Background: an optimization exercise with open tools, aiming at small area, a short achievable clock period and few clock cycles. Do not read the settings as production practice. The RTL was checked by simulation tests, not by an equivalence proof against the original design.

$ cat flow/run.sh
#!/bin/bash
# synth_recipe.tcl (not shown) runs the flow's synth.tcl, then flattens the netlist and writes it again
# the make line also repeats each setting of config.mk as NAME=value (left out here)
make -C /OpenROAD-flow-scripts/flow DESIGN_CONFIG=/design/flow/config.mk WORK_HOME=/design/flow/orfs CLKGATE_MAP_FILE= SYNTH_SCRIPT=/design/flow/synth_recipe.tcl finish
$ cat flow/design.v
module CLZ #(
  parameter W = 14
)(
  input [W - 1 : 0] in,
  output [4:0] lz
);
wire [15:0] x = {in, {(16 - W){1'b0}}};
wire [7:0] v1;
wire [7:0] c1;
wire [3:0] v2;
wire [1:0] c2 [0:3];
wire [1:0] v3;
wire [2:0] c3 [0:1];
genvar g;
generate
  for (g = 0; g < 8; g = g + 1) begin : l1
    assign v1[g] = x[2 * g + 1] | x[2 * g];
    assign c1[g] = ~x[2 * g + 1];
  end
  for (g = 0; g < 4; g = g + 1) begin : l2
    assign v2[g] = v1[2 * g + 1] | v1[2 * g];
    assign c2[g] = v1[2 * g + 1] ? {1'b0, c1[2 * g + 1]} : {1'b1, c1[2 * g]};
  end
  for (g = 0; g < 2; g = g + 1) begin : l3
    assign v3[g] = v2[2 * g + 1] | v2[2 * g];
    assign c3[g] = v2[2 * g + 1] ? {1'b0, c2[2 * g + 1]} : {1'b1, c2[2 * g]};
  end
endgenerate
wire any = v3[1] | v3[0];
wire [3:0] c4 = v3[1] ? {1'b0, c3[1]} : {1'b1, c3[0]};
assign lz = any ? {1'b0, c4} : W;
endmodule
module CTZ12 (
  input [11:0] in,
  output [3:0] tz
);
wire [4:0] c;
CLZ #(12) z (.in({in[0], in[1], in[2], in[3], in[4], in[5], in[6], in[7], in[8], in[9], in[10], in[11]}), .lz(c));
assign tz = c[3:0];
endmodule
module pfx_or #(
  parameter W = 16
)(
  input [W - 1 : 0] in,
  output [W - 1 : 0] out
);
localparam L = $clog2(W);
wire [W - 1 : 0] O [0 : L];
assign O[0] = in;
genvar l, i;
generate
  for (l = 0; l < L; l = l + 1) begin : lev
    for (i = 0; i < W; i = i + 1) begin : bt
      if ((i >> l) & 1) begin
        localparam integer j = ((i >> l) << l) - 1;
        assign O[l + 1][i] = O[l][i] | O[l][j];
      end else begin
        assign O[l + 1][i] = O[l][i];
      end
    end
  end
endgenerate
assign out = O[L];
endmodule
module padd #(
  parameter W = 16
)(
  input [W - 1 : 0] a, b,
  input cin,
  output [W - 1 : 0] s,
  output cout
);
localparam L = $clog2(W + 1);
wire [W : 0] G [0 : L];
wire [W : 0] P [0 : L];
assign G[0] = {a & b, cin};
assign P[0] = {a ^ b, 1'b0};
genvar l, i;
generate
  for (l = 0; l < L; l = l + 1) begin : lev
    for (i = 0; i <= W; i = i + 1) begin : bt
      if ((i >> l) & 1) begin
        localparam integer j = ((i >> l) << l) - 1;
        assign G[l + 1][i] = G[l][i] | (P[l][i] & G[l][j]);
        assign P[l + 1][i] = P[l][i] & P[l][j];
      end else begin
        assign G[l + 1][i] = G[l][i];
        assign P[l + 1][i] = P[l][i];
      end
    end
  end
endgenerate
assign s = P[0][W : 1] ^ G[L][W - 1 : 0];
assign cout = G[L][W];
endmodule
module pgt #(
  parameter W = 15
)(
  input [W - 1 : 0] a, b,
  output gt
);
localparam L = $clog2(W);
wire [W - 1 : 0] G [0 : L];
wire [W - 1 : 0] E [0 : L];
assign G[0] = a & ~b;
assign E[0] = ~(a ^ b);
genvar l, i;
generate
  for (l = 0; l < L; l = l + 1) begin : lev
    for (i = 0; i < W; i = i + 1) begin : bt
      if ((i >> l) & 1) begin
        localparam integer j = ((i >> l) << l) - 1;
        assign G[l + 1][i] = G[l][i] | (E[l][i] & G[l][j]);
        assign E[l + 1][i] = E[l][i] & E[l][j];
      end else begin
        assign G[l + 1][i] = G[l][i];
        assign E[l + 1][i] = E[l][i];
      end
    end
  end
endgenerate
assign gt = G[L][W - 1];
endmodule
module dstep (
  input [14:0] r, d,
  output [14:0] r_out,
  output qb
);
wire [14:0] g0 = ~r & d;
wire [14:0] p0 = ~(r ^ d);
wire [14:0] G [0:4];
wire [14:0] P [0:4];
assign G[0] = g0;
assign P[0] = p0;
genvar l, i;
generate
  for (l = 0; l < 4; l = l + 1) begin : lev
    for (i = 0; i < 15; i = i + 1) begin : bt
      if ((i >> l) & 1) begin
        localparam integer j = ((i >> l) << l) - 1;
        assign G[l+1][i] = G[l][i] | (P[l][i] & G[l][j]);
        assign P[l+1][i] = P[l][i] & P[l][j];
      end else begin
        assign G[l+1][i] = G[l][i];
        assign P[l+1][i] = P[l][i];
      end
    end
  end
endgenerate
wire [14:0] bin = {G[4][13:0], 1'b0};
wire lt = G[4][14];         
assign qb = ~lt;
wire [14:0] t = (d ^ bin) & {15{~lt}};
wire [14:0] rn = r ^ t;
assign r_out = {rn[13:0], 1'b0};
endmodule
module divider #(
  parameter STEPS = 1
)(
  input [14:0] r_in,
  input [13:0] q_in,
  input [14:0] d,
  output [14:0] r_out,
  output [13:0] q_out
);
wire [14:0] r [0 : STEPS];
wire [13:0] q [0 : STEPS];
assign r[0] = r_in;
assign q[0] = q_in;
genvar i;
generate
  for (i = 0; i < STEPS; i = i + 1) begin : step
    wire qb;
    dstep st (.r(r[i]), .d(d), .r_out(r[i + 1]), .qb(qb));
    assign q[i + 1] = {q[i][12:0], qb};
  end
endgenerate
assign r_out = r[STEPS];
assign q_out = q[STEPS];
endmodule
module posit_extraction (
  input [15:0] x,
  output [14:0] t,
  output [5:0] sf,
  output [11:0] f,
  output [3:0] tz,
  output zero,
  output nar
);
wire s = x[15];
wire [14:0] any_le;
pfx_or #(15) po (.in(x[14:0]), .out(any_le));
wire [14:0] lower_any = {any_le[13:0], 1'b0};
assign t = x[14:0] ^ ({15{s}} & lower_any);
assign zero = ~|x;
assign nar = s & ~lower_any[14] & ~x[14];
wire r0 = t[14];
wire [4:0] lz;
CLZ #(14) clz (.in(t[13:0] ^ {14{r0}}), .lz(lz));
wire [12:0] tmp = t[12:0] << lz[3:0];
assign f = tmp[11:0];
assign sf = {r0 ? {1'b0, lz[3:0]} : ~{1'b0, lz[3:0]}, tmp[12]};
CTZ12 ctz (.in(f), .tz(tz));
endmodule
module posit_scalar (
  input [5:0] a_sf, b_sf,
  output [5:0] mul_sf, div_sf
);
wire signed [6:0] ms = $signed(a_sf) + $signed(b_sf);
wire signed [6:0] ds = $signed(a_sf) - $signed(b_sf);
assign mul_sf = (ms > 7'sd28) ? 6'd28 : (ms < -7'sd28) ? -6'sd28 : ms[5:0];
assign div_sf = (ds > 7'sd28) ? 6'd28 : (ds < -7'sd28) ? -6'sd28 : ds[5:0];
endmodule
module posit_arithmetic_operator (
  input [1:0] opcode,
  input [15:0] a, b,
  input [13:0] div_q,          
  output [14:0] div_n, div_d,  
  output [15:0] ans,
  output zero_flag
);
wire [14:0] ta, tb;
wire [5:0] sfa, sfb;
wire [11:0] fa, fb;
wire [3:0] tza, tzb;
wire za, zb, na, nb;
posit_extraction ea (.x(a), .t(ta), .sf(sfa), .f(fa), .tz(tza), .zero(za), .nar(na));
posit_extraction eb (.x(b), .t(tb), .sf(sfb), .f(fb), .tz(tzb), .zero(zb), .nar(nb));
wire sa = a[15];
wire sb = b[15];
wire a_gt_b;
pgt #(15) cmp (.a(ta), .b(tb), .gt(a_gt_b));
wire eff_sub = sa ^ sb ^ opcode[0];
wire sum_zero = (ta == tb) & eff_sub;
wire [5:0] sfg = a_gt_b ? sfa : sfb;
wire [11:0] fg = a_gt_b ? fa : fb;
wire [11:0] fs = a_gt_b ? fb : fa;
wire [3:0] tzs = a_gt_b ? tzb : tza;
wire [5:0] d_ab = sfa - sfb;
wire [5:0] d_ba = sfb - sfa;
wire [5:0] shift = a_gt_b ? d_ab : d_ba;
wire [14:0] sm_full = {2'b01, fs, 1'b0};
wire [14:0] S = (shift[5:4] != 2'b00) ? 15'd0 : (sm_full >> shift[3:0]);
wire sticky = (shift >= {2'b00, tzs} + 6'd2) & (shift <= 6'd30);
wire [14:0] G = {2'b01, fg, 1'b0};
wire [14:0] V;
padd #(15) addsub (.a(G), .b(S ^ {15{eff_sub}}), .cin(eff_sub & ~sticky), .s(V), .cout());
wire [4:0] lzv;
CLZ #(15) clzv (.in(V), .lz(lzv));
wire [14:0] Vn = V << lzv[3:0];
wire [11:0] f_as = Vn[13:2];
wire [5:0] sf_as = sfg + 6'd1 - {2'b0, lzv[3:0]};
wire [25:0] P;
mul13 mul (.a(fa), .b(fb), .p(P));
wire [5:0] mul_sf, div_sf;
posit_scalar scal (.a_sf(sfa), .b_sf(sfb), .mul_sf(mul_sf), .div_sf(div_sf));
wire [11:0] f_m = P[25] ? P[24:13] : P[23:12];
wire [5:0] sf_m = mul_sf + {5'b0, P[25]};
wire fb_gt_fa;
pgt #(12) cmpf (.a(fb), .b(fa), .gt(fb_gt_fa));
wire lt = a_gt_b & fb_gt_fa;
assign div_n = {1'b1, fa, 2'b0};
assign div_d = lt ? {2'b01, fb, 1'b0} : {1'b1, fb, 2'b0};
wire [4:0] lzq;
CLZ #(14) clzq (.in(div_q), .lz(lzq));
wire [13:0] qn = div_q << lzq[3:0];
wire [11:0] f_d = qn[12:1];
wire [5:0] sf_d = div_sf - {5'b0, lt};
reg [11:0] f_r;
reg [5:0] sf_r;
reg s_r;
always @* begin
  case (opcode)
    2'b10: begin f_r = f_m; sf_r = sf_m; s_r = sa ^ sb; end
    2'b11: begin f_r = f_d; sf_r = sf_d; s_r = sa ^ sb; end
    default: begin
      if (za | zb) begin f_r = fg; sf_r = sfg; end
      else begin f_r = f_as; sf_r = sf_as; end
      s_r = a_gt_b ? sa : (sb ^ opcode[0]);
    end
  endcase
end
wire [15:0] enc_ans;
wire enc_tz;
posit_encoder enc (.sign(s_r), .sf(sf_r), .f(f_r), .ans(enc_ans), .tz(enc_tz));
wire muldiv_zero = opcode[1] & (za | zb);
wire add_zero = ~opcode[1] & sum_zero;
assign ans = (na | nb) ? 16'h8000 : (muldiv_zero | add_zero) ? 16'h0000 : enc_ans;
assign zero_flag = add_zero | (~muldiv_zero & enc_tz);
endmodule
module mul13 (input [11:0] a, input [11:0] b, output [25:0] p);
wire s1;
wire c2;
assign s1 = (a[0]&b[9]) ^ (a[1]&b[8]);
assign c2 = (a[0]&b[9]) & (a[1]&b[8]);
wire s3;
wire c4;
assign s3 = (a[0]&b[10]) ^ (a[1]&b[9]) ^ (a[2]&b[8]);
assign c4 = ((a[0]&b[10]) & (a[1]&b[9])) | ((a[0]&b[10]) & (a[2]&b[8])) | ((a[1]&b[9]) & (a[2]&b[8]));
wire s5;
wire c6;
assign s5 = (a[3]&b[7]) ^ (a[4]&b[6]);
assign c6 = (a[3]&b[7]) & (a[4]&b[6]);
wire s7;
wire c8;
assign s7 = (a[0]&b[11]) ^ (a[1]&b[10]) ^ (a[2]&b[9]);
assign c8 = ((a[0]&b[11]) & (a[1]&b[10])) | ((a[0]&b[11]) & (a[2]&b[9])) | ((a[1]&b[10]) & (a[2]&b[9]));
wire s9;
wire c10;
assign s9 = (a[3]&b[8]) ^ (a[4]&b[7]) ^ (a[5]&b[6]);
assign c10 = ((a[3]&b[8]) & (a[4]&b[7])) | ((a[3]&b[8]) & (a[5]&b[6])) | ((a[4]&b[7]) & (a[5]&b[6]));
wire s11;
wire c12;
assign s11 = (a[6]&b[5]) ^ (a[7]&b[4]);
assign c12 = (a[6]&b[5]) & (a[7]&b[4]);
wire s13;
wire c14;
assign s13 = (a[1]&b[11]) ^ (a[2]&b[10]) ^ (a[3]&b[9]);
assign c14 = ((a[1]&b[11]) & (a[2]&b[10])) | ((a[1]&b[11]) & (a[3]&b[9])) | ((a[2]&b[10]) & (a[3]&b[9]));
wire s15;
wire c16;
assign s15 = (a[4]&b[8]) ^ (a[5]&b[7]) ^ (a[6]&b[6]);
assign c16 = ((a[4]&b[8]) & (a[5]&b[7])) | ((a[4]&b[8]) & (a[6]&b[6])) | ((a[5]&b[7]) & (a[6]&b[6]));
wire s17;
wire c18;
assign s17 = (a[7]&b[5]) ^ (a[8]&b[4]) ^ (a[9]&b[3]);
assign c18 = ((a[7]&b[5]) & (a[8]&b[4])) | ((a[7]&b[5]) & (a[9]&b[3])) | ((a[8]&b[4]) & (a[9]&b[3]));
wire s19;
wire c20;
assign s19 = (a[10]&b[2]) ^ (a[11]&b[1]);
assign c20 = (a[10]&b[2]) & (a[11]&b[1]);
wire s21;
wire c22;
assign s21 = (a[2]&b[11]) ^ (a[3]&b[10]) ^ (a[4]&b[9]);
assign c22 = ((a[2]&b[11]) & (a[3]&b[10])) | ((a[2]&b[11]) & (a[4]&b[9])) | ((a[3]&b[10]) & (a[4]&b[9]));
wire s23;
wire c24;
assign s23 = (a[5]&b[8]) ^ (a[6]&b[7]) ^ (a[7]&b[6]);
assign c24 = ((a[5]&b[8]) & (a[6]&b[7])) | ((a[5]&b[8]) & (a[7]&b[6])) | ((a[6]&b[7]) & (a[7]&b[6]));
wire s25;
wire c26;
assign s25 = (a[8]&b[5]) ^ (a[9]&b[4]) ^ (a[10]&b[3]);
assign c26 = ((a[8]&b[5]) & (a[9]&b[4])) | ((a[8]&b[5]) & (a[10]&b[3])) | ((a[9]&b[4]) & (a[10]&b[3]));
wire s27;
wire c28;
assign s27 = (a[11]&b[2]) ^ a[1];
assign c28 = (a[11]&b[2]) & a[1];
wire s29;
wire c30;
assign s29 = (a[3]&b[11]) ^ (a[4]&b[10]) ^ (a[5]&b[9]);
assign c30 = ((a[3]&b[11]) & (a[4]&b[10])) | ((a[3]&b[11]) & (a[5]&b[9])) | ((a[4]&b[10]) & (a[5]&b[9]));
wire s31;
wire c32;
assign s31 = (a[6]&b[8]) ^ (a[7]&b[7]) ^ (a[8]&b[6]);
assign c32 = ((a[6]&b[8]) & (a[7]&b[7])) | ((a[6]&b[8]) & (a[8]&b[6])) | ((a[7]&b[7]) & (a[8]&b[6]));
wire s33;
wire c34;
assign s33 = (a[9]&b[5]) ^ (a[10]&b[4]) ^ (a[11]&b[3]);
assign c34 = ((a[9]&b[5]) & (a[10]&b[4])) | ((a[9]&b[5]) & (a[11]&b[3])) | ((a[10]&b[4]) & (a[11]&b[3]));
wire s35;
wire c36;
assign s35 = (a[4]&b[11]) ^ (a[5]&b[10]) ^ (a[6]&b[9]);
assign c36 = ((a[4]&b[11]) & (a[5]&b[10])) | ((a[4]&b[11]) & (a[6]&b[9])) | ((a[5]&b[10]) & (a[6]&b[9]));
wire s37;
wire c38;
assign s37 = (a[7]&b[8]) ^ (a[8]&b[7]) ^ (a[9]&b[6]);
assign c38 = ((a[7]&b[8]) & (a[8]&b[7])) | ((a[7]&b[8]) & (a[9]&b[6])) | ((a[8]&b[7]) & (a[9]&b[6]));
wire s39;
wire c40;
assign s39 = (a[5]&b[11]) ^ (a[6]&b[10]) ^ (a[7]&b[9]);
assign c40 = ((a[5]&b[11]) & (a[6]&b[10])) | ((a[5]&b[11]) & (a[7]&b[9])) | ((a[6]&b[10]) & (a[7]&b[9]));
wire s41;
wire c42;
assign s41 = (a[0]&b[6]) ^ (a[1]&b[5]);
assign c42 = (a[0]&b[6]) & (a[1]&b[5]);
wire s43;
wire c44;
assign s43 = (a[0]&b[7]) ^ (a[1]&b[6]) ^ (a[2]&b[5]);
assign c44 = ((a[0]&b[7]) & (a[1]&b[6])) | ((a[0]&b[7]) & (a[2]&b[5])) | ((a[1]&b[6]) & (a[2]&b[5]));
wire s45;
wire c46;
assign s45 = (a[3]&b[4]) ^ (a[4]&b[3]);
assign c46 = (a[3]&b[4]) & (a[4]&b[3]);
wire s47;
wire c48;
assign s47 = (a[0]&b[8]) ^ (a[1]&b[7]) ^ (a[2]&b[6]);
assign c48 = ((a[0]&b[8]) & (a[1]&b[7])) | ((a[0]&b[8]) & (a[2]&b[6])) | ((a[1]&b[7]) & (a[2]&b[6]));
wire s49;
wire c50;
assign s49 = (a[3]&b[5]) ^ (a[4]&b[4]) ^ (a[5]&b[3]);
assign c50 = ((a[3]&b[5]) & (a[4]&b[4])) | ((a[3]&b[5]) & (a[5]&b[3])) | ((a[4]&b[4]) & (a[5]&b[3]));
wire s51;
wire c52;
assign s51 = (a[6]&b[2]) ^ (a[7]&b[1]);
assign c52 = (a[6]&b[2]) & (a[7]&b[1]);
wire s53;
wire c54;
assign s53 = (a[2]&b[7]) ^ (a[3]&b[6]) ^ (a[4]&b[5]);
assign c54 = ((a[2]&b[7]) & (a[3]&b[6])) | ((a[2]&b[7]) & (a[4]&b[5])) | ((a[3]&b[6]) & (a[4]&b[5]));
wire s55;
wire c56;
assign s55 = (a[5]&b[4]) ^ (a[6]&b[3]) ^ (a[7]&b[2]);
assign c56 = ((a[5]&b[4]) & (a[6]&b[3])) | ((a[5]&b[4]) & (a[7]&b[2])) | ((a[6]&b[3]) & (a[7]&b[2]));
wire s57;
wire c58;
assign s57 = (a[8]&b[1]) ^ (a[9]&b[0]) ^ s1;
assign c58 = ((a[8]&b[1]) & (a[9]&b[0])) | ((a[8]&b[1]) & s1) | ((a[9]&b[0]) & s1);
wire s59;
wire c60;
assign s59 = (a[5]&b[5]) ^ (a[6]&b[4]) ^ (a[7]&b[3]);
assign c60 = ((a[5]&b[5]) & (a[6]&b[4])) | ((a[5]&b[5]) & (a[7]&b[3])) | ((a[6]&b[4]) & (a[7]&b[3]));
wire s61;
wire c62;
assign s61 = (a[8]&b[2]) ^ (a[9]&b[1]) ^ (a[10]&b[0]);
assign c62 = ((a[8]&b[2]) & (a[9]&b[1])) | ((a[8]&b[2]) & (a[10]&b[0])) | ((a[9]&b[1]) & (a[10]&b[0]));
wire s63;
wire c64;
assign s63 = s3 ^ s5 ^ c2;
assign c64 = (s3 & s5) | (s3 & c2) | (s5 & c2);
wire s65;
wire c66;
assign s65 = (a[8]&b[3]) ^ (a[9]&b[2]) ^ (a[10]&b[1]);
assign c66 = ((a[8]&b[3]) & (a[9]&b[2])) | ((a[8]&b[3]) & (a[10]&b[1])) | ((a[9]&b[2]) & (a[10]&b[1]));
wire s67;
wire c68;
assign s67 = (a[11]&b[0]) ^ s7 ^ s9;
assign c68 = ((a[11]&b[0]) & s7) | ((a[11]&b[0]) & s9) | (s7 & s9);
wire s69;
wire c70;
assign s69 = s11 ^ c4 ^ c6;
assign c70 = (s11 & c4) | (s11 & c6) | (c4 & c6);
wire s71;
wire c72;
assign s71 = a[0] ^ b[0] ^ s13;
assign c72 = (a[0] & b[0]) | (a[0] & s13) | (b[0] & s13);
wire s73;
wire c74;
assign s73 = s15 ^ s17 ^ s19;
assign c74 = (s15 & s17) | (s15 & s19) | (s17 & s19);
wire s75;
wire c76;
assign s75 = c8 ^ c10 ^ c12;
assign c76 = (c8 & c10) | (c8 & c12) | (c10 & c12);
wire s77;
wire c78;
assign s77 = b[1] ^ s21 ^ s23;
assign c78 = (b[1] & s21) | (b[1] & s23) | (s21 & s23);
wire s79;
wire c80;
assign s79 = s25 ^ s27 ^ c14;
assign c80 = (s25 & s27) | (s25 & c14) | (s27 & c14);
wire s81;
wire c82;
assign s81 = c16 ^ c18 ^ c20;
assign c82 = (c16 & c18) | (c16 & c20) | (c18 & c20);
wire s83;
wire c84;
assign s83 = a[2] ^ b[2] ^ s29;
assign c84 = (a[2] & b[2]) | (a[2] & s29) | (b[2] & s29);
wire s85;
wire c86;
assign s85 = s31 ^ s33 ^ c22;
assign c86 = (s31 & s33) | (s31 & c22) | (s33 & c22);
wire s87;
wire c88;
assign s87 = c24 ^ c26 ^ c28;
assign c88 = (c24 & c26) | (c24 & c28) | (c26 & c28);
wire s89;
wire c90;
assign s89 = (a[10]&b[5]) ^ (a[11]&b[4]) ^ a[3];
assign c90 = ((a[10]&b[5]) & (a[11]&b[4])) | ((a[10]&b[5]) & a[3]) | ((a[11]&b[4]) & a[3]);
wire s91;
wire c92;
assign s91 = b[3] ^ s35 ^ s37;
assign c92 = (b[3] & s35) | (b[3] & s37) | (s35 & s37);
wire s93;
wire c94;
assign s93 = c30 ^ c32 ^ c34;
assign c94 = (c30 & c32) | (c30 & c34) | (c32 & c34);
wire s95;
wire c96;
assign s95 = (a[8]&b[8]) ^ (a[9]&b[7]) ^ (a[10]&b[6]);
assign c96 = ((a[8]&b[8]) & (a[9]&b[7])) | ((a[8]&b[8]) & (a[10]&b[6])) | ((a[9]&b[7]) & (a[10]&b[6]));
wire s97;
wire c98;
assign s97 = (a[11]&b[5]) ^ a[4] ^ b[4];
assign c98 = ((a[11]&b[5]) & a[4]) | ((a[11]&b[5]) & b[4]) | (a[4] & b[4]);
wire s99;
wire c100;
assign s99 = s39 ^ c36 ^ c38;
assign c100 = (s39 & c36) | (s39 & c38) | (c36 & c38);
wire s101;
wire c102;
assign s101 = (a[6]&b[11]) ^ (a[7]&b[10]) ^ (a[8]&b[9]);
assign c102 = ((a[6]&b[11]) & (a[7]&b[10])) | ((a[6]&b[11]) & (a[8]&b[9])) | ((a[7]&b[10]) & (a[8]&b[9]));
wire s103;
wire c104;
assign s103 = (a[9]&b[8]) ^ (a[10]&b[7]) ^ (a[11]&b[6]);
assign c104 = ((a[9]&b[8]) & (a[10]&b[7])) | ((a[9]&b[8]) & (a[11]&b[6])) | ((a[10]&b[7]) & (a[11]&b[6]));
wire s105;
wire c106;
assign s105 = a[5] ^ b[5] ^ c40;
assign c106 = (a[5] & b[5]) | (a[5] & c40) | (b[5] & c40);
wire s107;
wire c108;
assign s107 = (a[7]&b[11]) ^ (a[8]&b[10]) ^ (a[9]&b[9]);
assign c108 = ((a[7]&b[11]) & (a[8]&b[10])) | ((a[7]&b[11]) & (a[9]&b[9])) | ((a[8]&b[10]) & (a[9]&b[9]));
wire s109;
wire c110;
assign s109 = (a[10]&b[8]) ^ (a[11]&b[7]) ^ a[6];
assign c110 = ((a[10]&b[8]) & (a[11]&b[7])) | ((a[10]&b[8]) & a[6]) | ((a[11]&b[7]) & a[6]);
wire s111;
wire c112;
assign s111 = (a[8]&b[11]) ^ (a[9]&b[10]) ^ (a[10]&b[9]);
assign c112 = ((a[8]&b[11]) & (a[9]&b[10])) | ((a[8]&b[11]) & (a[10]&b[9])) | ((a[9]&b[10]) & (a[10]&b[9]));
wire s113;
wire c114;
assign s113 = (a[0]&b[4]) ^ (a[1]&b[3]);
assign c114 = (a[0]&b[4]) & (a[1]&b[3]);
wire s115;
wire c116;
assign s115 = (a[0]&b[5]) ^ (a[1]&b[4]) ^ (a[2]&b[3]);
assign c116 = ((a[0]&b[5]) & (a[1]&b[4])) | ((a[0]&b[5]) & (a[2]&b[3])) | ((a[1]&b[4]) & (a[2]&b[3]));
wire s117;
wire c118;
assign s117 = (a[3]&b[2]) ^ (a[4]&b[1]);
assign c118 = (a[3]&b[2]) & (a[4]&b[1]);
wire s119;
wire c120;
assign s119 = (a[2]&b[4]) ^ (a[3]&b[3]) ^ (a[4]&b[2]);
assign c120 = ((a[2]&b[4]) & (a[3]&b[3])) | ((a[2]&b[4]) & (a[4]&b[2])) | ((a[3]&b[3]) & (a[4]&b[2]));
wire s121;
wire c122;
assign s121 = (a[5]&b[1]) ^ (a[6]&b[0]) ^ s41;
assign c122 = ((a[5]&b[1]) & (a[6]&b[0])) | ((a[5]&b[1]) & s41) | ((a[6]&b[0]) & s41);
wire s123;
wire c124;
assign s123 = (a[5]&b[2]) ^ (a[6]&b[1]) ^ (a[7]&b[0]);
assign c124 = ((a[5]&b[2]) & (a[6]&b[1])) | ((a[5]&b[2]) & (a[7]&b[0])) | ((a[6]&b[1]) & (a[7]&b[0]));
wire s125;
wire c126;
assign s125 = s43 ^ s45 ^ c42;
assign c126 = (s43 & s45) | (s43 & c42) | (s45 & c42);
wire s127;
wire c128;
assign s127 = (a[8]&b[0]) ^ s47 ^ s49;
assign c128 = ((a[8]&b[0]) & s47) | ((a[8]&b[0]) & s49) | (s47 & s49);
wire s129;
wire c130;
assign s129 = s51 ^ c44 ^ c46;
assign c130 = (s51 & c44) | (s51 & c46) | (c44 & c46);
wire s131;
wire c132;
assign s131 = s53 ^ s55 ^ s57;
assign c132 = (s53 & s55) | (s53 & s57) | (s55 & s57);
wire s133;
wire c134;
assign s133 = c48 ^ c50 ^ c52;
assign c134 = (c48 & c50) | (c48 & c52) | (c50 & c52);
wire s135;
wire c136;
assign s135 = s59 ^ s61 ^ s63;
assign c136 = (s59 & s61) | (s59 & s63) | (s61 & s63);
wire s137;
wire c138;
assign s137 = c54 ^ c56 ^ c58;
assign c138 = (c54 & c56) | (c54 & c58) | (c56 & c58);
wire s139;
wire c140;
assign s139 = s65 ^ s67 ^ s69;
assign c140 = (s65 & s67) | (s65 & s69) | (s67 & s69);
wire s141;
wire c142;
assign s141 = c60 ^ c62 ^ c64;
assign c142 = (c60 & c62) | (c60 & c64) | (c62 & c64);
wire s143;
wire c144;
assign s143 = s71 ^ s73 ^ s75;
assign c144 = (s71 & s73) | (s71 & s75) | (s73 & s75);
wire s145;
wire c146;
assign s145 = c66 ^ c68 ^ c70;
assign c146 = (c66 & c68) | (c66 & c70) | (c68 & c70);
wire s147;
wire c148;
assign s147 = s77 ^ s79 ^ s81;
assign c148 = (s77 & s79) | (s77 & s81) | (s79 & s81);
wire s149;
wire c150;
assign s149 = c72 ^ c74 ^ c76;
assign c150 = (c72 & c74) | (c72 & c76) | (c74 & c76);
wire s151;
wire c152;
assign s151 = s83 ^ s85 ^ s87;
assign c152 = (s83 & s85) | (s83 & s87) | (s85 & s87);
wire s153;
wire c154;
assign s153 = c78 ^ c80 ^ c82;
assign c154 = (c78 & c80) | (c78 & c82) | (c80 & c82);
wire s155;
wire c156;
assign s155 = s89 ^ s91 ^ s93;
assign c156 = (s89 & s91) | (s89 & s93) | (s91 & s93);
wire s157;
wire c158;
assign s157 = c84 ^ c86 ^ c88;
assign c158 = (c84 & c86) | (c84 & c88) | (c86 & c88);
wire s159;
wire c160;
assign s159 = s95 ^ s97 ^ s99;
assign c160 = (s95 & s97) | (s95 & s99) | (s97 & s99);
wire s161;
wire c162;
assign s161 = c90 ^ c92 ^ c94;
assign c162 = (c90 & c92) | (c90 & c94) | (c92 & c94);
wire s163;
wire c164;
assign s163 = s101 ^ s103 ^ s105;
assign c164 = (s101 & s103) | (s101 & s105) | (s103 & s105);
wire s165;
wire c166;
assign s165 = c96 ^ c98 ^ c100;
assign c166 = (c96 & c98) | (c96 & c100) | (c98 & c100);
wire s167;
wire c168;
assign s167 = b[6] ^ s107 ^ s109;
assign c168 = (b[6] & s107) | (b[6] & s109) | (s107 & s109);
wire s169;
wire c170;
assign s169 = c102 ^ c104 ^ c106;
assign c170 = (c102 & c104) | (c102 & c106) | (c104 & c106);
wire s171;
wire c172;
assign s171 = (a[11]&b[8]) ^ a[7] ^ b[7];
assign c172 = ((a[11]&b[8]) & a[7]) | ((a[11]&b[8]) & b[7]) | (a[7] & b[7]);
wire s173;
wire c174;
assign s173 = s111 ^ c108 ^ c110;
assign c174 = (s111 & c108) | (s111 & c110) | (c108 & c110);
wire s175;
wire c176;
assign s175 = (a[9]&b[11]) ^ (a[10]&b[10]) ^ (a[11]&b[9]);
assign c176 = ((a[9]&b[11]) & (a[10]&b[10])) | ((a[9]&b[11]) & (a[11]&b[9])) | ((a[10]&b[10]) & (a[11]&b[9]));
wire s177;
wire c178;
assign s177 = a[8] ^ b[8] ^ c112;
assign c178 = (a[8] & b[8]) | (a[8] & c112) | (b[8] & c112);
wire s179;
wire c180;
assign s179 = (a[10]&b[11]) ^ (a[11]&b[10]) ^ a[9];
assign c180 = ((a[10]&b[11]) & (a[11]&b[10])) | ((a[10]&b[11]) & a[9]) | ((a[11]&b[10]) & a[9]);
wire s181;
wire c182;
assign s181 = (a[0]&b[3]) ^ (a[1]&b[2]);
assign c182 = (a[0]&b[3]) & (a[1]&b[2]);
wire s183;
wire c184;
assign s183 = (a[2]&b[2]) ^ (a[3]&b[1]) ^ (a[4]&b[0]);
assign c184 = ((a[2]&b[2]) & (a[3]&b[1])) | ((a[2]&b[2]) & (a[4]&b[0])) | ((a[3]&b[1]) & (a[4]&b[0]));
wire s185;
wire c186;
assign s185 = (a[5]&b[0]) ^ s115 ^ s117;
assign c186 = ((a[5]&b[0]) & s115) | ((a[5]&b[0]) & s117) | (s115 & s117);
wire s187;
wire c188;
assign s187 = s119 ^ s121 ^ c116;
assign c188 = (s119 & s121) | (s119 & c116) | (s121 & c116);
wire s189;
wire c190;
assign s189 = s123 ^ s125 ^ c120;
assign c190 = (s123 & s125) | (s123 & c120) | (s125 & c120);
wire s191;
wire c192;
assign s191 = s127 ^ s129 ^ c124;
assign c192 = (s127 & s129) | (s127 & c124) | (s129 & c124);
wire s193;
wire c194;
assign s193 = s131 ^ s133 ^ c128;
assign c194 = (s131 & s133) | (s131 & c128) | (s133 & c128);
wire s195;
wire c196;
assign s195 = s135 ^ s137 ^ c132;
assign c196 = (s135 & s137) | (s135 & c132) | (s137 & c132);
wire s197;
wire c198;
assign s197 = s139 ^ s141 ^ c136;
assign c198 = (s139 & s141) | (s139 & c136) | (s141 & c136);
wire s199;
wire c200;
assign s199 = s143 ^ s145 ^ c140;
assign c200 = (s143 & s145) | (s143 & c140) | (s145 & c140);
wire s201;
wire c202;
assign s201 = s147 ^ s149 ^ c144;
assign c202 = (s147 & s149) | (s147 & c144) | (s149 & c144);
wire s203;
wire c204;
assign s203 = s151 ^ s153 ^ c148;
assign c204 = (s151 & s153) | (s151 & c148) | (s153 & c148);
wire s205;
wire c206;
assign s205 = s155 ^ s157 ^ c152;
assign c206 = (s155 & s157) | (s155 & c152) | (s157 & c152);
wire s207;
wire c208;
assign s207 = s159 ^ s161 ^ c156;
assign c208 = (s159 & s161) | (s159 & c156) | (s161 & c156);
wire s209;
wire c210;
assign s209 = s163 ^ s165 ^ c160;
assign c210 = (s163 & s165) | (s163 & c160) | (s165 & c160);
wire s211;
wire c212;
assign s211 = s167 ^ s169 ^ c164;
assign c212 = (s167 & s169) | (s167 & c164) | (s169 & c164);
wire s213;
wire c214;
assign s213 = s171 ^ s173 ^ c168;
assign c214 = (s171 & s173) | (s171 & c168) | (s173 & c168);
wire s215;
wire c216;
assign s215 = s175 ^ s177 ^ c172;
assign c216 = (s175 & s177) | (s175 & c172) | (s177 & c172);
wire s217;
wire c218;
assign s217 = b[9] ^ s179 ^ c176;
assign c218 = (b[9] & s179) | (b[9] & c176) | (s179 & c176);
wire s219;
wire c220;
assign s219 = (a[11]&b[11]) ^ a[10] ^ b[10];
assign c220 = ((a[11]&b[11]) & a[10]) | ((a[11]&b[11]) & b[10]) | (a[10] & b[10]);
wire s221;
wire c222;
assign s221 = (a[0]&b[2]) ^ (a[1]&b[1]);
assign c222 = (a[0]&b[2]) & (a[1]&b[1]);
wire s223;
wire c224;
assign s223 = (a[2]&b[1]) ^ (a[3]&b[0]) ^ s181;
assign c224 = ((a[2]&b[1]) & (a[3]&b[0])) | ((a[2]&b[1]) & s181) | ((a[3]&b[0]) & s181);
wire s225;
wire c226;
assign s225 = s113 ^ s183 ^ c182;
assign c226 = (s113 & s183) | (s113 & c182) | (s183 & c182);
wire s227;
wire c228;
assign s227 = c114 ^ s185 ^ c184;
assign c228 = (c114 & s185) | (c114 & c184) | (s185 & c184);
wire s229;
wire c230;
assign s229 = c118 ^ s187 ^ c186;
assign c230 = (c118 & s187) | (c118 & c186) | (s187 & c186);
wire s231;
wire c232;
assign s231 = c122 ^ s189 ^ c188;
assign c232 = (c122 & s189) | (c122 & c188) | (s189 & c188);
wire s233;
wire c234;
assign s233 = c126 ^ s191 ^ c190;
assign c234 = (c126 & s191) | (c126 & c190) | (s191 & c190);
wire s235;
wire c236;
assign s235 = c130 ^ s193 ^ c192;
assign c236 = (c130 & s193) | (c130 & c192) | (s193 & c192);
wire s237;
wire c238;
assign s237 = c134 ^ s195 ^ c194;
assign c238 = (c134 & s195) | (c134 & c194) | (s195 & c194);
wire s239;
wire c240;
assign s239 = c138 ^ s197 ^ c196;
assign c240 = (c138 & s197) | (c138 & c196) | (s197 & c196);
wire s241;
wire c242;
assign s241 = c142 ^ s199 ^ c198;
assign c242 = (c142 & s199) | (c142 & c198) | (s199 & c198);
wire s243;
wire c244;
assign s243 = c146 ^ s201 ^ c200;
assign c244 = (c146 & s201) | (c146 & c200) | (s201 & c200);
wire s245;
wire c246;
assign s245 = c150 ^ s203 ^ c202;
assign c246 = (c150 & s203) | (c150 & c202) | (s203 & c202);
wire s247;
wire c248;
assign s247 = c154 ^ s205 ^ c204;
assign c248 = (c154 & s205) | (c154 & c204) | (s205 & c204);
wire s249;
wire c250;
assign s249 = c158 ^ s207 ^ c206;
assign c250 = (c158 & s207) | (c158 & c206) | (s207 & c206);
wire s251;
wire c252;
assign s251 = c162 ^ s209 ^ c208;
assign c252 = (c162 & s209) | (c162 & c208) | (s209 & c208);
wire s253;
wire c254;
assign s253 = c166 ^ s211 ^ c210;
assign c254 = (c166 & s211) | (c166 & c210) | (s211 & c210);
wire s255;
wire c256;
assign s255 = c170 ^ s213 ^ c212;
assign c256 = (c170 & s213) | (c170 & c212) | (s213 & c212);
wire s257;
wire c258;
assign s257 = c174 ^ s215 ^ c214;
assign c258 = (c174 & s215) | (c174 & c214) | (s215 & c214);
wire s259;
wire c260;
assign s259 = c178 ^ s217 ^ c216;
assign c260 = (c178 & s217) | (c178 & c216) | (s217 & c216);
wire s261;
wire c262;
assign s261 = c180 ^ s219 ^ c218;
assign c262 = (c180 & s219) | (c180 & c218) | (s219 & c218);
wire s263;
wire c264;
assign s263 = a[11] ^ b[11] ^ c220;
assign c264 = (a[11] & b[11]) | (a[11] & c220) | (b[11] & c220);
wire [25:0] r0 = {1'b0, 1'b1, s263, s261, s259, s257, s255, s253, s251, s249, s247, s245, s243, s241, s239, s237, s235, s233, s231, s229, s227, s225, s223, (a[2]&b[0]), (a[0]&b[1]), (a[0]&b[0])};
wire [25:0] r1 = {1'b0, c264, c262, c260, c258, c256, c254, c252, c250, c248, c246, c244, c242, c240, c238, c236, c234, c232, c230, c228, c226, c224, c222, s221, (a[1]&b[0]), 1'b0};
padd #(26) cpa (.a(r0), .b(r1), .cin(1'b0), .s(p), .cout());
endmodule
module posit_encoder (
  input sign,
  input [5:0] sf,
  input [11:0] f,
  output [15:0] ans,
  output tz
);
wire neg = sf[5];
wire [3:0] sh = sf[4:1] ^ {4{neg}};
wire [14:0] w = {~neg, neg, sf[0], f};
wire [29:0] wx = {{15{~neg}}, w} >> sh;
wire [15:0] t = {1'b0, wx[14:0]};
assign tz = ~|t;
wire [15:0] any_le;
pfx_or #(16) po (.in(t), .out(any_le));
wire [15:0] lower_any = {any_le[14:0], 1'b0};
assign ans = t ^ ({16{sign}} & lower_any);
endmodule
module posit_top#(
  parameter posit_width = 16,  
  parameter es = 1  
)(
  input clk,
  input reset,
  input start,
  input [1:0] opcode,  
  input [posit_width - 1 : 0] a, b,
  output reg done,
  output reg zero,
  output reg [posit_width - 1 : 0] result
);
wire [14:0] div_n, div_d;
wire [15:0] ans;
wire zero_flag;
reg busy1, busy2, busy3;
reg [14:0] r_reg, d_reg;
reg [13:0] q_reg;
wire [14:0] r4, r5;
wire [13:0] q4, q5;
divider #(.STEPS(4)) div_b4 (.r_in(r_reg), .q_in(q_reg), .d(d_reg), .r_out(r4), .q_out(q4));
divider #(.STEPS(1)) div_b1 (.r_in(r4), .q_in(q4), .d(d_reg), .r_out(r5), .q_out(q5));
posit_arithmetic_operator core (
  .opcode(opcode), .a(a), .b(b), .div_q(q4),
  .div_n(div_n), .div_d(div_d), .ans(ans), .zero_flag(zero_flag)
);
wire start_div = start & opcode[1] & opcode[0];
always @(posedge clk or posedge reset) begin
  if (reset) begin
    done <= 1'b0;
    busy1 <= 1'b0;
    busy2 <= 1'b0;
    busy3 <= 1'b0;
  end else begin
    done <= (start & ~start_div) | busy3;
    busy1 <= start_div;
    busy2 <= busy1;
    busy3 <= busy2;
  end
end
always @(posedge clk) begin
  result <= ans;
  zero <= zero_flag;
  r_reg <= (busy1 | busy2) ? r5 : div_n;
  q_reg <= (busy1 | busy2) ? q5 : 14'd0;
  d_reg <= div_d;
end
endmodule
$ cat flow/config.mk
export PLATFORM = sky130hd
export DESIGN_NAME = posit_top
export DESIGN_NICKNAME = posit_top
export VERILOG_FILES = /design/flow/design.v
export SDC_FILE = /design/flow/constraint.sdc
export NUM_CORES = 4
export LEC_CHECK = 0
export ABC_AREA = 1
export CAP_MARGIN = 20
export CORE_MARGIN = 2
export CORE_UTILIZATION = 40
export SLEW_MARGIN = 20
$ cat flow/constraint.sdc
create_clock -name core_clock -period 10.5 [get_ports {clk}]
set_input_delay 2.1000 -clock core_clock [delete_from_list [all_inputs] [get_ports {clk}]]
set_output_delay 2.1000 -clock core_clock [all_outputs]
set_load 0.01 [all_outputs]
==> results.cfg <==
[cells_and_area]
drive_gt1_share_pct = 42.6
regArea_um2 = 1180
stdcell_area_um2 = 30700
multi_input_area_um2 = 18300
n_fill_cell = 3761
area.growth.synth_to_final_pct = 64.5
largest_reg_flops = 16
nNetsFinal = 4366

[grt]
grt_max_degree = 34
grt_pass1_wl_um = 123000
gr-total-overflow = 0
grt_usage_pct = 31.8
antenna_found_initial = 3
grt_pass1_vias = 24400

[clock_tree]
h-tree-depth = 3
cts.reportedPaths.clkPinSlew_ns = 0.07
clk_latency_ns = 0.36
cts_hold_buf = 0
clockBufferDepth = 2
cts_tree = yes
root_buffer = clkbuf_16
clock-sinks = 58
cts_buffers = 9

[route]
wl_per_cell_um = 17.9
dr.pass1.iters = 7
wirelength_um = 83100
vias = 24800
vias_per_cell = 5.37
drc = 0
first_iter_violations = 2168
antenna_left = 0

[sta]
fmax_mhz = 77.1
post-route-period-util_pct = 124
whs_ns = 0.396
slew_viol_final = 0
setup_viol = 31
setup_ws_ns = -2.47
rsz0062_at_grt = true
fin_tns_setup_ns = -56.06
hold_viol_final = 0
min_period_ns = 12.97
fin_skew_ns = 0.0182
tightest_slew_ns = 0.997
slew_headroom_pct = 33.3

[flow_run]
maxCapViolCount = 0

[yosys]
ys_top_cells_by_count = nand2_1, inv_1, nor2_1
syn_area_um2 = 18700
synthMuxAreaShare_pct = 0.215
synth_xor_area_share_pct = 6.98
synth_area_leader_cell = nand2_1
ys_seq_elements = 58
synth_fa_ha_area_share_pct = 26.1
synth_compound_area_share_pct = 13.7
synthSimpleGateAreaFrac_pct = 34.9
synth_top_family_by_area = simple AND/OR/NAND/NOR gates
yosysMostFrequentCell = nand2_1
ys.flop_type = dfxtp_1
syn_area_per_cell_um2 = 6.14
syn_nets = 3390
synth_cells = 3040
async_flop_share_pct = 6.90
yosys_warnings = 14
synth_edf_count = 0
synthTopCellsByArea = nand2_1, fa_1, ha_1
yosysTopAreaCellShare_pct = 15.5
ys_seq_area_share_pct = 6.33
synthDistinctLibCells = 62

[floorplan]
core_um2 = 46300
dieWidth_um = 220
rows = 79
ios = 55
start_util_pct = 40.3
die_y_um = 220
die-area_um2 = 48400

[worst_setup_path]
crit_path_start_kind = flip-flop
end_kind = flip-flop
worstPathArrival_ns = 13.19
worstSetupPathType = reg -> reg
worstRegToRegCells = 79
max_stage_delay_ns = 0.71
required_ns = 10.72
critPathMaxFanout = 4
crit_slowest_cell = xor2_1

[min_path]
min_path_type = reg -> reg
whs_path_depth = 0

[placed_design]
post-place-ws_ns = -2.30
port_buffers = 54
hpwlAfterDp_um = 54300
place_area_um2 = 25000
routabilityCongestion = 0.945

[run_status]
status = failed layout checks
failed_checks = negative setup slack
final timing paths:
check	from	to	slack, ns
max	r_reg[2]	r_reg[7]	-2.47
min reg2reg	busy2	busy3	0.40
min	busy2	busy3	0.40
max in group asynchronous	reset	busy1	8.41
min in group asynchronous	reset	busy2	1.93
max reg2reg	r_reg[2]	r_reg[7]	-2.47
cell type report:
| class | count | share of cell area, % |
|---|---|---|
| Antenna cell | 2 | 0.0163 |
| Clock buffer | 11 | 0.860 |
| Clock inverter | 5 | 0.118 |
| Inverter | 453 | 5.69 |
| Multi-Input combinational cell | 2443 | 59.7 |
| Sequential cell | 58 | 3.86 |
| Tap cell | 607 | 2.47 |
| Timing Repair Buffer | 1050 | 27.2 |
| Timing Repair inverter | 1 | 0.0530 |
cell families after synthesis:
group / after synthesis
XOR/XNOR: 144
other: 1
flip-flops: 58
adder cells (fa/ha/maj): 313
buffers and inverters: 548
AO/OA/AOI/OAI: 453
AND/OR/NAND/NOR: 1519
multiplexers: 4
placed cells by master (no fill, tap or decap), types with 17 or more instances in the layout:
master           count
nor2_1             248
a21oi_2             45
fa_1               112
buf_4              923
a21oi_4             21
buf_2               18
ha_1               159
nand3_2             79
ha_4                20
nand2_1            655
xor2_1             102
buf_6               58
nand3_1            198
nand2_2            115
nor2_4              47
nor3_1              18
nand2_4             38
xor2_2              17
o21ai_0            101
o21ai_2             39
a21oi_1            101
o211ai_1            24
dfxtp_1             51
clkdlybuf4s50_1     23
o21ai_1             49
inv_2               72
nor2_2              36
nand3_4             24
inv_1              363
routing by layer:
metal	share of wire (%)	GRT usage [%]
met1	39	38.5
met4	6.6	16.4
met3	7.8	4.60
met2	46	54.7
met5	0.083	0
worst max-delay path: cells and delay by family, from the launching register on:
kind	cells	cell delay [ns]
buf+inv	25	2.44
simple gates	16	2.47
xor+xnor	4	1.51
flops	1	0.32
compound gates	29	4.72
fa+ha+maj	5	1.32
stage by stage:
stage,utilization (%),cells
after floorplan,-,3040
after global placement,54.0,4256
after detailed placement,54.0,4256
after CTS,63.2,4572
after global routing,66.4,4629
final,66.4,4630
what timing repair did:
action / CTS / global route
pin swaps: 262 / 186
cloned: 11 / 2
endpoints found under the hold margin: 0 / 0
setup endpoints to repair: 31 / 31
buffers inserted: 292 / 65
resized for setup: 590 / 240
Testbench counts, summed over its fixed seeds: cycles 46,265.

port drivers added, routing unchanged:
The flow's constraints put no driver on any port. The routed layout listed below was extracted and timed again, unchanged, in two steps.
Step 1, drivers: a clkbuf_16 drives clk and a buf_2 each remaining input, both assumed.
Step 2 adds t to the input delays and takes it off the output delays; t is the mean of the earliest and latest rising clock arrival at the registers after step 1. Input paths then give back, and output paths get back, about the clock's delay inside the block.
Slacks: ideal / step 1 / step 2; pairs: ideal / step 1.
t, ns: 0.404
setup WS [ns]: -2.470 / -2.470 / -2.470
worst setup path at the end: register to register
worst data-port slew with drivers (ns): 0.05
For this run, drivers alone change the setup slack by 0.000 ns; drivers and shift together by 0.000 ns.
